This is an optimization exercise on Yosys and OpenROAD, whose aim is small area and a short achievable clock period, not a production implementation. At most, simulation tests tie the RTL to the original design; equivalence was not proved. No functional check of the RTL was part of run 2. Power is estimated from default activity; no workload was simulated.

## flow/design.v (module list and top-level ports; edited modules follow where they fit)
// module user_logic: 1587 lines
// module mul_fa: 4 lines
// module mul_ha: 4 lines
// module mul_o22ai: 3 lines
// module mul_ao22: 3 lines
// module mul_x2: 3 lines
// module mul_o21ai: 3 lines
// module mul_nand2: 3 lines
// module mul_a31oi: 3 lines
// module mul_maj3: 3 lines
// module mul_omux: 3 lines
module user_logic
(
  Bus2IP_Clk,                      
  Bus2IP_Reset,                    
  Bus2IP_Data,                     
  Bus2IP_BE,                       
  Bus2IP_RdCE,                     
  Bus2IP_WrCE,                     
  IP2Bus_Data,                     
  IP2Bus_RdAck,                    
  IP2Bus_WrAck,                    
  IP2Bus_Error                     
);
  // ...
==> flow/flow/run.sh <==
#!/bin/bash
set -euo pipefail
bash standard.sh "BUFFER_PORTS_ARGS=-buffer_cell sky130_fd_sc_hd__buf_2" \
  "CTS_ARGS=-sink_clustering_enable -repair_clock_nets -dont_use_dummy_load -sink_clustering_size 20" \
  finish > make.log 2>&1
==> flow/standard.sh <==
#!/bin/bash
# synth_recipe.tcl (not shown) runs the flow's synth.tcl, then flattens the netlist and writes it again
# the make line also repeats each setting of config.mk as NAME=value (left out here)
make -C /OpenROAD-flow-scripts/flow DESIGN_CONFIG=/design/flow/config.mk WORK_HOME=/design/flow/orfs CLKGATE_MAP_FILE= SYNTH_SCRIPT=/design/flow/synth_recipe.tcl "${@:-finish}"
==> flow/config.mk <==
export PLATFORM = sky130hd
export DESIGN_NAME = user_logic
export DESIGN_NICKNAME = user_logic
export VERILOG_FILES = /design/flow/design.v
export SDC_FILE = /design/flow/constraint.sdc
export NUM_CORES = 4
export LEC_CHECK = 0
export ABC_AREA = 0
export CAP_MARGIN = 20
export CORE_MARGIN = 2
export CORE_UTILIZATION = 40
export SETUP_SLACK_MARGIN = 4.0
export SLEW_MARGIN = 20
export SYNTH_HIERARCHICAL = 1
export SYNTH_MINIMUM_KEEP_SIZE = 0
==> flow/constraint.sdc <==
create_clock -name core_clock -period 8.0 [get_ports {Bus2IP_Clk}]
set_input_delay 1.6000 -clock core_clock [delete_from_list [all_inputs] [get_ports {Bus2IP_Clk}]]
set_output_delay 1.6000 -clock core_clock [all_outputs]
set_load 0.01 [all_outputs]
==> results.json, run 1 <==
{
  "avgViaCountPerCell": 6.16,
  "reg2regPathDepth": 10,
  "clk-insertion-delay-late_ps": 460,
  "synth_top_cells_by_count": "xor2_1, o22ai_1, fa_1",
  "hold_depth": 1,
  "ioPinCount": 79,
  "fraction_of_standard_cell_area_in_multi_input_logic_pct": 66.6,
  "fin_worst_hold_slack_ps": 441,
  "min-delay-path-class": "reg -> reg",
  "cts.hold.buffers_added": 0,
  "crit-reg2reg-capture": "p31_1",
  "synth.most_common_cell": "xor2_1",
  "final_cells": 2237,
  "htree_num_levels": 4,
  "cellLeakagePower_nw": 8.83,
  "layout-drive-gt1-share_pct": 13.0,
  "top_regs": "slv_reg0: 32 flops, slv_reg1: 32 flops, slv_reg2: 32 flops",
  "drt-met1-wl_um": 23000,
  "run_status": "complete, no violations",
  "post-route-worst-setup-slack_ps": 4020,
  "report.power.total_mw": 2.25,
  "antenna_found_initial": 0,
  "post-cts-setup-buffer-count": 13,
  "post_synthesis_compound_gate_area_fraction_pct": 15.7,
  "power.group.top": "sequential cells",
  "timing.max_cap.violations": 0,
  "floorplan.die.width_um": 200,
  "route.detailed.drc": 0,
  "clock_net_power_uw": 694,
  "grt_start_max_net_pins": 71,
  "post_cts_resized": 48,
  "critical_path_required_ps": 6400,
  "placedInstanceArea_mm2": 0.0165,
  "rr_startpoint": "slv_reg1[22]",
  "critPathKind": "in -> out",
  "synth-warning-count": 7,
  "multiInputCombCellCount": 1342,
  "worst_pin_slew_ps": 1200,
  "dr.first_iter.drc_count": 1633
}
==> inputs of run 2 (changes only) <==
--- a/flow/design.v
+++ b/flow/design.v
@@ -1562,23 +1562,23 @@
     if (Bus2IP_Reset | rst_d)
       slv_reg2 <= 0;
     else
       slv_reg2 <= {prod[31], prod[30], prod[29], prod[28], prod[27], prod[26], prod[25], prod[24], prod[23], prod[22], prod[21], prod[20], prod[19], prod[18], prod[17], prod[16], prod[15], prod[14], prod[13], prod[12], prod[11], prod[10], prod[9], prod[8], prod[7], prod[6], prod[5], prod[4], prod[3], prod[2], prod[1], prod[0]};
   end
   genvar gi;
   generate for (gi = 0; gi < 32; gi = gi + 1) begin : g_rd
     wire many;
-    if (gi % 8 == 0) begin : g_dec
+    if (gi % 4 == 0) begin : g_dec
       wire n01, n2x;
       mul_nand2 u_n01 (.a(Bus2IP_RdCE[0]), .b(Bus2IP_RdCE[1]), .y(n01));
       mul_o21ai u_n2x (.a(Bus2IP_RdCE[0]), .b(Bus2IP_RdCE[1]), .c(Bus2IP_RdCE[2]), .y(n2x));
       mul_nand2 u_many (.a(n01), .b(n2x), .y(many));
     end else begin : g_use
-      assign many = g_rd[gi - gi % 8].many;
+      assign many = g_rd[gi - gi % 4].many;
     end
     wire n0, n1, n2;
     mul_nand2 u_n0 (.a(Bus2IP_RdCE[0]), .b(slv_reg0[gi]), .y(n0));
     mul_nand2 u_n1 (.a(Bus2IP_RdCE[1]), .b(slv_reg1[gi]), .y(n1));
     mul_nand2 u_n2 (.a(Bus2IP_RdCE[2]), .b(slv_reg2[gi]), .y(n2));
     mul_a31oi u_y (.a(n0), .b(n1), .c(n2), .d(many), .y(IP2Bus_Data[gi]));
   end endgenerate
   assign IP2Bus_WrAck = Bus2IP_WrCE[0] | Bus2IP_WrCE[1] | Bus2IP_WrCE[2];
==> run 2 against run 1 <==
Effect of this change: wire length fell by 2.8%; critical path type unchanged; via count fell by 1.2%; critical endpoint is now IP2Bus_Data[12]; first-iteration DRC count rose by 8.5%; global-route usage fell by 1.3 points; register-to-register slack improved by 70 ps; non-clock buffer count fell by 8; synthesized cell count rose by 0.75%; cell area barely moved; clock power barely moved; clock-buffer cell count did not move; final cell count rose by 0.22%; largest power group unchanged; utilization barely moved.
==> results.json, run 2 <==
{
  "run_status": "complete, no violations",
  "area_growth_pct": 16.2,
  "setup_viol": 0,
  "final.setup.tns_ps": 0,
  "worst_setup_sp_type": "input pin",
  "vias": 13598,
  "most-common-layout-cells": "xor2_1, o22ai_1, fa_1",
  "postRouteAntennaNets": 0,
  "finalClockSkew_ps": 33.0,
  "synth_cells": 1603,
  "gr-max-usage-layer": "met2",
  "gp_congestion": 0.871,
  "placementRows": 71,
  "drv_slew": 0,
  "ioPinCount": 79,
  "synth_top_cells_by_count": "xor2_1, o22ai_1, fa_1",
  "synthesis.nets": 1878,
  "worst_setup_hold_path_clk_slew_ps": 70,
  "cts_root_buf": "clkbuf_16",
  "design.die.area_mm2": 0.0401,
  "finalCoreUtilization_pct": 47.4,
  "synth_area_per_cell_um2": 9.61,
  "antenna_found_initial": 3,
  "irDropWorstVdd_v": 0.000162,
  "yosys.cell_types.count": 52,
  "worst_slew_margin_rel_pct": 24.8,
  "layout-drive-gt1-share_pct": 12.7,
  "gr-total-overflow": 0,
  "synthMuxAreaShare_pct": 2.21,
  "fin_worst_hold_slack_ps": 428,
  "layout_commonest_cell": "xor2_1",
  "cts.sink_count": 170,
  "finalCritPeriodShare_pct": 50.4,
  "setup.reg_to_reg.worst_slack_ps": 4120,
  "number_of_buffers_inserted_during_clock_tree_synthesis": 17,
  "startpoint": "Bus2IP_RdCE[0]",
  "portBuffers": 77,
  "worstPathMaxFanout": 7,
  "place.detailed.hpwl_um": 34700,
  "cp.arrival_ps": 2430,
  "grt.met2_usage_pct": 41.8,
  "power_per_cell_area_mw_per_mm2": 126,
  "final_cells": 2242,
  "initial_standard_cell_utilization_of_the_core_pct": 40.8,
  "synth_simple_gate_area_share_pct": 10.4,
  "post_synthesis_compound_gate_area_fraction_pct": 15.8,
  "cellLeakagePower_nw": 8.81,
  "finish.net_count": 2006,
  "wirelength_um": 56500,
  "critical_path.endpoint_type": "primary output",
  "dr.first_iter.drc_count": 1771,
  "min-delay-path-class": "reg -> reg",
  "edff_count_synth": 0,
  "cts.hold.buffers_added": 0,
  "rsz0062_at_grt": "true",
  "globalRouteTotalUtil_pct": 28.1,
  "worst_pin_slew_ps": 1130,
  "timing.max_cap.violations": 0,
  "achievable_freq_mhz": 248,
  "rr_startpoint": "slv_reg1[14]",
  "synth-adder-area-share_pct": 29.2,
  "synth_top_family_by_area": "adder cells",
  "synth_xor_area_share_pct": 18.2,
  "grtUsageMet1_pct": 37.3,
  "synth_top_cells_by_area": "fa_1, dfxtp_1, xor2_1",
  "synth_register_bits": 170,
  "avgViaCountPerCell": 6.07,
  "critical_path_required_ps": 6400,
  "synth_top_cell_area_share_pct": 27.8,
  "ys_seq_area_share_pct": 22.1,
  "hold_violations": 0,
  "core_area_mm2": 0.0378,
  "top_regs": "slv_reg0: 32 flops, slv_reg1: 32 flops, slv_reg2: 32 flops",
  "report.power.total_mw": 2.25,
  "grt_first_pass_wirelength_um": 84900,
  "first_global_vias": 13894,
  "clk-insertion-delay-late_ps": 460,
  "worstSetupEndpoint": "IP2Bus_Data[12]",
  "routedWlPerCell_um": 25.2,
  "dieHeight_um": 200,
  "place.detailed.instances": 2192,
  "critPathKind": "in -> out",
  "ys_async_sr_fraction_pct": 0,
  "firstDrtPassIters": 5,
  "floorplan.die.width_um": 200,
  "grt_util_met3_pct": 7.96,
  "post-synth-top-area-cell": "fa_1",
  "clock_tree_from_tritoncts": "built",
  "synth-main-ff-cell": "dfxtp_1",
  "route.detailed.drc": 0,
  "synth-warning-count": 7,
  "htree_num_levels": 4,
  "crit-reg2reg-capture": "p31_1",
  "reg2regPathDepth": 10,
  "clk_path_buf_depth": 2,
  "grt_start_max_net_pins": 71,
  "final_period_minus_worst_setup_slack_ps": 4030,
  "synth.most_common_cell": "xor2_1",
  "syn_area_mm2": 0.0154
}
-- run 2: changes by cell type after synthesis --
cell	before	now
nand2_1	197	205
o21ai_1	5	9
-- run 2: cell type report --
cell class              instances  area [um^2]
inverters                      53          214
flip-flops and latches        170         3430
well taps                     511          639
repair buffers                133         1130
diodes                          2         5.00
clock buffers                  17          425
repair inverters                2         15.0
fillers                      3566        19900
multi-input cells            1354        12000
-- run 2: worst min path at each step --
stage	startpoint	end	slack, ps	depth (start not counted)
after floorplan	p6_0	slv_reg2[25]	410	1
after global placement	p1_0	slv_reg2[30]	410	1
after detailed placement	p0_0	slv_reg2[31]	410	1
after CTS	p0_0	slv_reg2[31]	430	1
after global routing	p0_0	slv_reg2[31]	450	1
final	p0_0	slv_reg2[31]	430	1
-- run 2: per-layer routing --
metal / wire length, um / part of all wire (%)
met5: 7 / 0.012
met4: 2930 / 5.2
met3: 6430 / 11
met2: 24500 / 43
met1: 22700 / 40
-- run 2: what timing repair did --
action / 4_1_cts / 5_1_grt
pin swaps: 7 / 8
buffers inserted: 7 / 14
cloned: 9 / 1
endpoints found under the setup margin: 77 / 53
resized for setup: 58 / 21
-- run 2: cell families (layout without fill, tap and decap cells) --
family / after synthesis / after routing
AOI/OAI and AO/OA: 389 / 391
and+or+nand+nor: 377 / 377
xor gates and xnor gates: 320 / 320
adders and majority gates: 231 / 231
DFF: 170 / 170
buffers and inverters: 81 / 205
muxes: 34 / 34
other: 1 / 3
-- run 2: worst max-delay path, cell delays in order --
cell,delay [ps]
buf_16,130
o21ai_4,170
nand2_4,120
a31oi_4,230
buf_2,170
-- run 2: where the power goes --
| group | switching (mW) | internal, mW | total (mW) |
|---|---|---|---|
| Sequential | 0.0462 | 0.909 | 0.955 |
| Clock | 0.326 | 0.369 | 0.694 |
| Combinational | 0.380 | 0.219 | 0.599 |
-- run 2: stage by stage --
stage	cell area, um^2	setup WS (ps)
floorplan	15500	4050
global placement	16600	3400
detailed placement	16600	3370
CTS	17600	3990
global route	17900	3950
finish	17900	3970
-- run 2: modules after synthesis, one instance, submodules excluded, excerpt --
module	times used	cells	area [um^2]	flip-flops and latches
user_logic	1	693	6330	170
mul_fa	213	1	20.0	0
mul_ha	3	1	12.5	0
mul_o22ai	256	1	6.26	0
mul_o21ai	8	1	5.00	0
mul_nand2	112	1	3.75	0

-- static timing again, ports no longer ideal --
In the flow no input, the clock included, has a driving cell. The finished layouts below were timed again as built, in two steps. Step 1 sets driving cells, clkbuf_16 on the clock port and buf_2 on the other inputs (assumed; they add their load-dependent delay and slew). Step 2 times the ports against the registers' clock, not the clock port: input delays grow and output delays shrink by t, the midpoint of the rising clock arrivals with the driver on. a / b / c = ideal / step 1 / step 2; a / b = the first two.
run	shift t [ns]	slack for setup (ns)	hold WS [ns]	worst data-port slew with drivers (ns)
run 1	0.502	4.020 / 3.879 / 3.879	0.441 / 0.441 / 0.441	0.22
run 2	0.497	3.965 / 3.782 / 3.782	0.428 / 0.428 / 0.428	0.24
After both steps setup and hold are still met in every run listed. For run 2, which loses most, drivers alone change the setup slack by -0.183 ns; drivers and shift together by -0.183 ns.
